This is an optimization exercise on Yosys and OpenROAD, whose aim is small area and a short achievable clock period, not a production implementation.
Only the layout flow was run in this run; the RTL was not checked for function there.
Power figures rest on the tool's default switching activity, not on a simulated workload.

==> design/flow/design.v <==
module FIRLPF(
       input                     Clock,
       input                     Rst_n,
       input      signed  [31:0] InputData1,
       output     signed  [31:0] OutputData
);
reg [5:0] Count;
always @(posedge Clock or negedge Rst_n)
  if (!Rst_n)             Count <= 6'd0;
  else if (Count < 6'd39) Count <= Count + 6'd1;
  else                    Count <= 6'd0;
reg [19:0] rom;
always @* begin
  case (Count)
    6'd0: rom = 20'b00000000001001000000;
    6'd1: rom = 20'b00000000001001000000;
    6'd2: rom = 20'b00000000001001000000;
    6'd3: rom = 20'b00010000000000000000;
    6'd4: rom = 20'b10010000000000000000;
    6'd5: rom = 20'b00001001000000000101;
    6'd6: rom = 20'b00000001000000000110;
    6'd7: rom = 20'b10100000101000000000;
    6'd8: rom = 20'b00010000000000000001;
    6'd9: rom = 20'b00001001001000010000;
    6'd10: rom = 20'b00010000010000001010;
    6'd11: rom = 20'b10100010010101000110;
    6'd12: rom = 20'b10010100010101000110;
    6'd13: rom = 20'b00000000001010110000;
    6'd14: rom = 20'b10010010010010101000;
    6'd15: rom = 20'b01001010000101001000;
    6'd16: rom = 20'b01000010101001101000;
    6'd17: rom = 20'b01000100010000101001;
    6'd18: rom = 20'b01001001110010000010;
    6'd19: rom = 20'b01000001101010001010;
    6'd20: rom = 20'b01000001101010001010;
    6'd21: rom = 20'b01001001110010000010;
    6'd22: rom = 20'b01000100010000101001;
    6'd23: rom = 20'b01000010101001101000;
    6'd24: rom = 20'b01001010000101001000;
    6'd25: rom = 20'b10010010010010101000;
    6'd26: rom = 20'b00000000001010110000;
    6'd27: rom = 20'b10010100010101000110;
    6'd28: rom = 20'b10100010010101000110;
    6'd29: rom = 20'b00010000010000001010;
    6'd30: rom = 20'b00001001001000010000;
    6'd31: rom = 20'b00010000000000000001;
    6'd32: rom = 20'b10100000101000000000;
    6'd33: rom = 20'b00000001000000000110;
    6'd34: rom = 20'b00001001000000000101;
    6'd35: rom = 20'b10010000000000000000;
    6'd36: rom = 20'b00010000000000000000;
    6'd37: rom = 20'b00000000001001000000;
    6'd38: rom = 20'b00000000001001000000;
    6'd39: rom = 20'b00000000001001000000;
    default: rom = 20'b0;
  endcase
end
reg [31:0] xr;
reg [19:0] ctl;
always @(posedge Clock) begin
  xr  <= InputData1;
  ctl <= rom;
end
wire [31:0] xo = {~xr[31], xr[30:0]};
wire [1:0] sel0 = ctl[1:0];
wire neg0 = ctl[2];
wire [31:0] v0 = xo ^ {32{neg0}};
wire [39:0] row0 = ({40{sel0[0]}} & {5'd0, v0, 3'd0})
                   | ({40{sel0[1]}} & {4'd0, v0, 4'd0});
wire [1:0] sel1 = ctl[4:3];
wire neg1 = ctl[5];
wire [31:0] v1 = xo ^ {32{neg1}};
wire [39:0] row1 = ({40{sel1[0]}} & {3'd0, v1, 5'd0})
                   | ({40{sel1[1]}} & {2'd0, v1, 6'd0});
wire [1:0] sel2 = ctl[7:6];
wire neg2 = ctl[8];
wire [31:0] v2 = xo ^ {32{neg2}};
wire [39:0] row2 = ({40{sel2[0]}} & {8'd0, v2})
                   | ({40{sel2[1]}} & {v2[29:0], 10'd0});
wire [1:0] sel3 = ctl[10:9];
wire neg3 = ctl[11];
wire [31:0] v3 = xo ^ {32{neg3}};
wire [39:0] row3 = ({40{sel3[0]}} & {6'd0, v3, 2'd0})
                   | ({40{sel3[1]}} & {1'd0, v3, 7'd0});
wire [2:0] sel4 = ctl[14:12];
wire neg4 = ctl[15];
wire [31:0] v4 = xo ^ {32{neg4}};
wire [39:0] row4 = ({40{sel4[0]}} & {8'd0, v4})
                   | ({40{sel4[1]}} & {v4, 8'd0})
                   | ({40{sel4[2]}} & {v4[30:0], 9'd0});
wire [2:0] sel5 = ctl[18:16];
wire neg5 = ctl[19];
wire [31:0] v5 = xo ^ {32{neg5}};
wire [39:0] row5 = ({40{sel5[0]}} & {7'd0, v5, 1'd0})
                   | ({40{sel5[1]}} & {5'd0, v5, 3'd0})
                   | ({40{sel5[2]}} & {v5[28:0], 11'd0});
wire restart = (Count == 6'd1);
localparam [39:0] K = 40'h0000000500;
reg [39:0] S;
always @(posedge Clock)
  S <= (restart ? K : S) + row0 + row1 + row2 + row3 + row4 + row5;
wire [24:0] Stop = S[39:15];
reg [3:0] nins;
always @(posedge Clock or negedge Rst_n)
  if (!Rst_n)                      nins <= 4'd0;
  else if (restart && nins != 4'd9) nins <= nins + 4'd1;
reg [27:0] R0, R1, R2, R3, R4, R5, R6, R7, R8;
wire [27:0] ins = (nins == 4'd0) ? 28'd0 : R3 + {{3{Stop[24]}}, Stop};
always @(posedge Clock) begin
  R0 <= restart ? ins : R8;
  R1 <= R0; R2 <= R1; R3 <= R2; R4 <= R3;
  R5 <= R4; R6 <= R5; R7 <= R6; R8 <= R7;
end
wire [27:0] newest = (nins == 4'd0) ? 28'd0 : R2;
wire [27:0] oldest = (nins == 4'd9) ? R7 : 28'd0;
wire [27:0] diff   = newest - oldest;
reg  [24:0] Out;
always @(posedge Clock or negedge Rst_n)
  if (!Rst_n)              Out <= 25'd0;
  else if (Count == 6'd0)  Out <= diff[27:3];
assign OutputData = {{7{Out[24]}}, Out};
endmodule
==> design/flow/run.sh <==
#!/bin/bash
# synth_recipe.tcl (not shown) runs the flow's synth.tcl, then flattens the netlist and writes it again
# the make line also repeats each setting of config.mk as NAME=value (left out here)
make -C /OpenROAD-flow-scripts/flow DESIGN_CONFIG=/design/flow/config.mk WORK_HOME=/design/flow/orfs CLKGATE_MAP_FILE= SYNTH_SCRIPT=/design/flow/synth_recipe.tcl finish
==> design/flow/config.mk <==
export PLATFORM = sky130hd
export DESIGN_NAME = FIRLPF
export DESIGN_NICKNAME = FIRLPF
export VERILOG_FILES = /design/flow/design.v
export SDC_FILE = /design/flow/constraint.sdc
export NUM_CORES = 4
export LEC_CHECK = 0
export CAP_MARGIN = 20
export CORE_MARGIN = 2
export CORE_UTILIZATION = 40
export SLEW_MARGIN = 20
==> design/flow/constraint.sdc <==
create_clock -name core_clock -period 11.0 [get_ports {Clock}]
set_input_delay 2.2000 -clock core_clock [delete_from_list [all_inputs] [get_ports {Clock}]]
set_output_delay 2.2000 -clock core_clock [all_outputs]
set_load 0.01 [all_outputs]
==> results.json <==
{
  "avgSynthCellArea_um2": 9.862,
  "area.growth.synth_to_final_pct": 10.87,
  "antenna_found_initial": 0,
  "row_count": 87,
  "setup_viol": 0,
  "fmax_mhz": 144.5,
  "p_int_w": 0.003069,
  "synthSimpleGateAreaFrac_pct": 9.156,
  "numCtsBuffers": 41,
  "diodes": 0,
  "critPathArrivalTime_ns": 7.43,
  "initial_core_util_pct": 40.68,
  "nFillCells": 5329,
  "r2r_cells": 22,
  "grt_start_max_net_pins": 78,
  "cts_sinks": 379,
  "post_cts_buffers": 0,
  "die-area_um2": 59500,
  "muxShareOfSynthArea_pct": 0.4021,
  "synth_nets": 2660,
  "fin_crit_ns": 6.920,
  "p_sw_share_pct": 33.59,
  "status": "timing/DRC/antenna clean",
  "drt-total-wl_um": 58950,
  "overflow": 0,
  "irDropWorstVdd_v": 0.0001081,
  "synth_adder_area_share_pct": 21.71,
  "die_width_um": 243.9,
  "cellPowerDensity_nw_per_um2": 181.0,
  "cts_root_buffer": "clkbuf_16",
  "multi_input_area_um2": 13730,
  "htree_levels": 2,
  "synth-xor-area-share_pct": 9.128,
  "crit_type": "reg -> reg",
  "synth_seq_cells": 379,
  "drv_slew": 0,
  "clkLatencyLatePin_ns": 0.59,
  "cp.required_ns": 11.51,
  "cts_max_path_buffers": 3,
  "tightest_slew_ns": 1.090,
  "p_seq_share_pct": 35.7,
  "postLayoutSetupSlackWorst_ns": 4.080,
  "first_pass_iters": 12,
  "maxCapViolCount": 0,
  "seq_area_um2": 7771,
  "synthCells": 2335,
  "ys_async_sr_fraction_pct": 9.235,
  "fin_tns_setup_ns": 0,
  "synth-main-ff-cell": "dfxtp_1",
  "hpwl_um": 43440,
  "post_cts_resized": 0,
  "dieHeight_um": 243.9,
  "final_core_util_pct": 45.10,
  "layout-drive-gt1-share_pct": 6.350,
  "ant_nets": 0,
  "synth_top_family_by_area": "adder cells",
  "cp-start-kind": "register",
  "crit_fanout": 77,
  "drc_errors": 0,
  "synth_compound_area_share_pct": 19.21,
  "hp-class": "reg -> reg",
  "place_ws_ns": 4.117,
  "p_sw_w": 0.001552,
  "postCtsHoldBufs": 0,
  "fin_skew_ns": 0.04528,
  "rsz0062_at_grt": "false",
  "fin_crit_sh_pct": 62.91,
  "drtIter0Drc": 1393,
  "track_usage_pct": 19.90,
  "ys_seq_area_share_pct": 33.71,
  "synth_edf_count": 0,
  "hold_depth": 0,
  "cts_tree": "yes",
  "numPortBuffers": 65,
  "yosys_warnings": 1,
  "clkPwrFrac_pct": 31.2,
  "core_region_area_um2": 56600,
  "ioPinCount": 66,
  "synthDistinctLibCells": 82,
  "via_per_inst": 5.442,
  "maxSlewHeadroom_pct": 27.28,
  "vias": 16710,
  "place_congestion": 0.9683,
  "fin_nets": 2608,
  "hold_viol": 0,
  "wl_per_cell_um": 19.20,
  "critPathCaptureType": "register",
  "p_leak_nw": 11.63,
  "clkTransAtPathRegs_ns": 0.06,
  "synth_area_um2": 23030,
  "grt_pass1_vias": 16650,
  "combPwrFrac_pct": 33.2,
  "grt_first_pass_wirelength_um": 94320
}
[layout by cell type, fill, tap and decap left out, types with 18 or more instances in the layout]
cell type and count:
a22oi_1 18, o221a_2 26, and2_1 61, a221oi_1 54
ha_1 110, xnor2_1 69, a222oi_1 34, o21ai_0 61
nand2b_1 46, a21o_1 33, clkdlybuf4s50_1 64, a31oi_1 32
a22o_1 94, nand3_1 18, fa_1 181, dfrtp_1 35
dfxtp_1 337, inv_1 219, nor2_1 80, a21oi_1 81
buf_4 22, xor2_1 171, nand2_1 179, clkbuf_16 41
[worst paths after layout]
| kind | startpoint | endpoint | slack [ns] |
|---|---|---|---|
| max | Count[4]$_DFF_PN0_ | S[38]$_DFF_P_ | 4.08 |
| min | R6[27]$_DFF_P_ | R7[27]$_DFF_P_ | 0.29 |
| max reg2reg | Count[4]$_DFF_PN0_ | S[38]$_DFF_P_ | 4.08 |
| min reg2reg | R6[27]$_DFF_P_ | R7[27]$_DFF_P_ | 0.29 |
| max in group asynchronous | Rst_n | Count[0]$_DFF_PN0_ | 8.71 |
| min in group asynchronous | Rst_n | Out[23]$_DFFE_PN0N_ | 1.73 |
[metal layers]
metal  vias up  global-route usage [%]  routed length (um)
met5         -                       0                   0
met4         0                   5.434                1231
met3        92                   4.851                4788
met2       648                   29.76               25110
met1      8071                   28.55               27820
li1       7901                       -                   -
[logic make-up after synthesis]
logic type      Yosys count
compound gates          572
simple gates            442
xor+xnor                240
buf+inv                 402
mux                       9
flops                   379
fa+ha+maj               291
[state kept, by name, summed over array words and instances (netlist names)]
register,count
R7,28
R6,28
R2,28
R1,28
R0,28
S,40
R5,28
xr,32
R3,28
R4,28
Out,25
Count,6
nins,4
R8,28
ctl,20
[per-stage QoR]
step / hold WS [ns] / cells / area [um2] / power (W)
floorplan: 0.3096 / 2335 / 23030 / 0.002856
global placement: 0.3096 / 2996 / 24080 / 0.003179
detailed placement: 0.3121 / 2996 / 24080 / 0.003193
CTS: 0.2851 / 3071 / 25530 / 0.004659
global route: 0.2880 / 3071 / 25530 / 0.004954
finish: 0.2903 / 3071 / 25530 / 0.004621
[synthesized netlist by cell type, types with 8 or more instances]
| cell | count | area share (%) |
|---|---|---|
| nand2_1 | 179 | 2.9 |
| and2_1 | 61 | 1.7 |
| o221ai_1 | 13 | 0.49 |
| a221oi_1 | 54 | 2.1 |
| o21ai_0 | 61 | 1.3 |
| xor2_1 | 171 | 6.5 |
| nor2b_1 | 10 | 0.27 |
| a22oi_1 | 18 | 0.59 |
| a211oi_1 | 12 | 0.39 |
| a21oi_1 | 81 | 1.8 |
| nand2b_1 | 46 | 1.2 |
| a22o_1 | 94 | 3.6 |
| clkbuf_1 | 139 | 2.3 |
| buf_1 | 35 | 0.57 |
| a222oi_1 | 34 | 1.5 |
| nor3_1 | 9 | 0.20 |
| xnor2_1 | 69 | 2.6 |
| a21o_1 | 33 | 1.1 |
| nand4_1 | 8 | 0.22 |
| o21bai_1 | 12 | 0.39 |
| dfrtp_1 | 35 | 3.8 |
| inv_1 | 219 | 3.6 |
| o21ai_1 | 8 | 0.17 |
| o21a_1 | 14 | 0.46 |
| nor2_1 | 80 | 1.3 |
| o221a_2 | 26 | 1.3 |
| and3_1 | 9 | 0.24 |
| o211ai_1 | 8 | 0.26 |
| a221o_1 | 14 | 0.61 |
| nand3_1 | 18 | 0.39 |
| dfxtp_1 | 344 | 30 |
| fa_1 | 181 | 16 |
| ha_1 | 110 | 6.0 |
| a31oi_1 | 32 | 0.87 |
[worst max-delay path, stage by stage, from the launching register on]
cell and delay [ns]:
dfrtp_1 0.97, nor2_1 0.30, nand3b_1 0.17, buf_4 0.69, nand2_1 0.20, fa_1 0.57, inv_1 0.05, fa_1 0.52
inv_1 0.05, fa_1 0.47, inv_1 0.04, ha_1 0.27, ha_1 0.22, fa_1 0.46, a21oi_1 0.23, o21a_1 0.17
o41ai_2 0.11, a31oi_1 0.38, nand2_1 0.21, nand4_1 0.15, nand3_1 0.09, o41ai_1 0.38, xnor2_1 0.17
[power by group through the flow]
stage	sequential (W)	clock (W)	combinational, W
6_report	0.00165	0.00144	0.00153
5_1_grt	0.00166	0.00155	0.00174
4_1_cts	0.00165	0.00148	0.00153
3_5_place_dp	0.00168	0	0.00152
3_3_place_gp	0.00168	0	0.00150
2_1_floorplan	0.00161	0	0.00125
[final cells by class]
| class | instances | share of cell area [%] |
|---|---|---|
| multi-input cells | 1554 | 53.77 |
| flip-flops and latches | 379 | 30.44 |
| clock buffers | 53 | 4.470 |
| well taps | 756 | 3.705 |
| inverters | 220 | 3.240 |
| repair buffers | 87 | 3.176 |
| clock inverters | 22 | 1.201 |

afterwards: timing with drivers on the ports:
In the flow no input, the clock included, has a driving cell. The finished layout below was timed again as built, in two steps.
Step 1 assumes that a clkbuf_16 drives the clock port and a buf_2 every other input.
Step 2 moves the port delays by t, midway between the first and last clock arrival at a register: inputs arrive t later, outputs are due t later. That takes back most of the time a late clock gives input paths.
Slacks: ideal / step 1 / step 2; pairs: ideal / step 1.
t, ns: 0.624
slack for setup (ns): 4.080 / 4.080 / 4.080
cell pins on the clock port's net: 1
After both steps this run still meets setup and hold. The setup slack of this run moves by 0.000 ns with the drivers and by 0.000 ns with both steps.
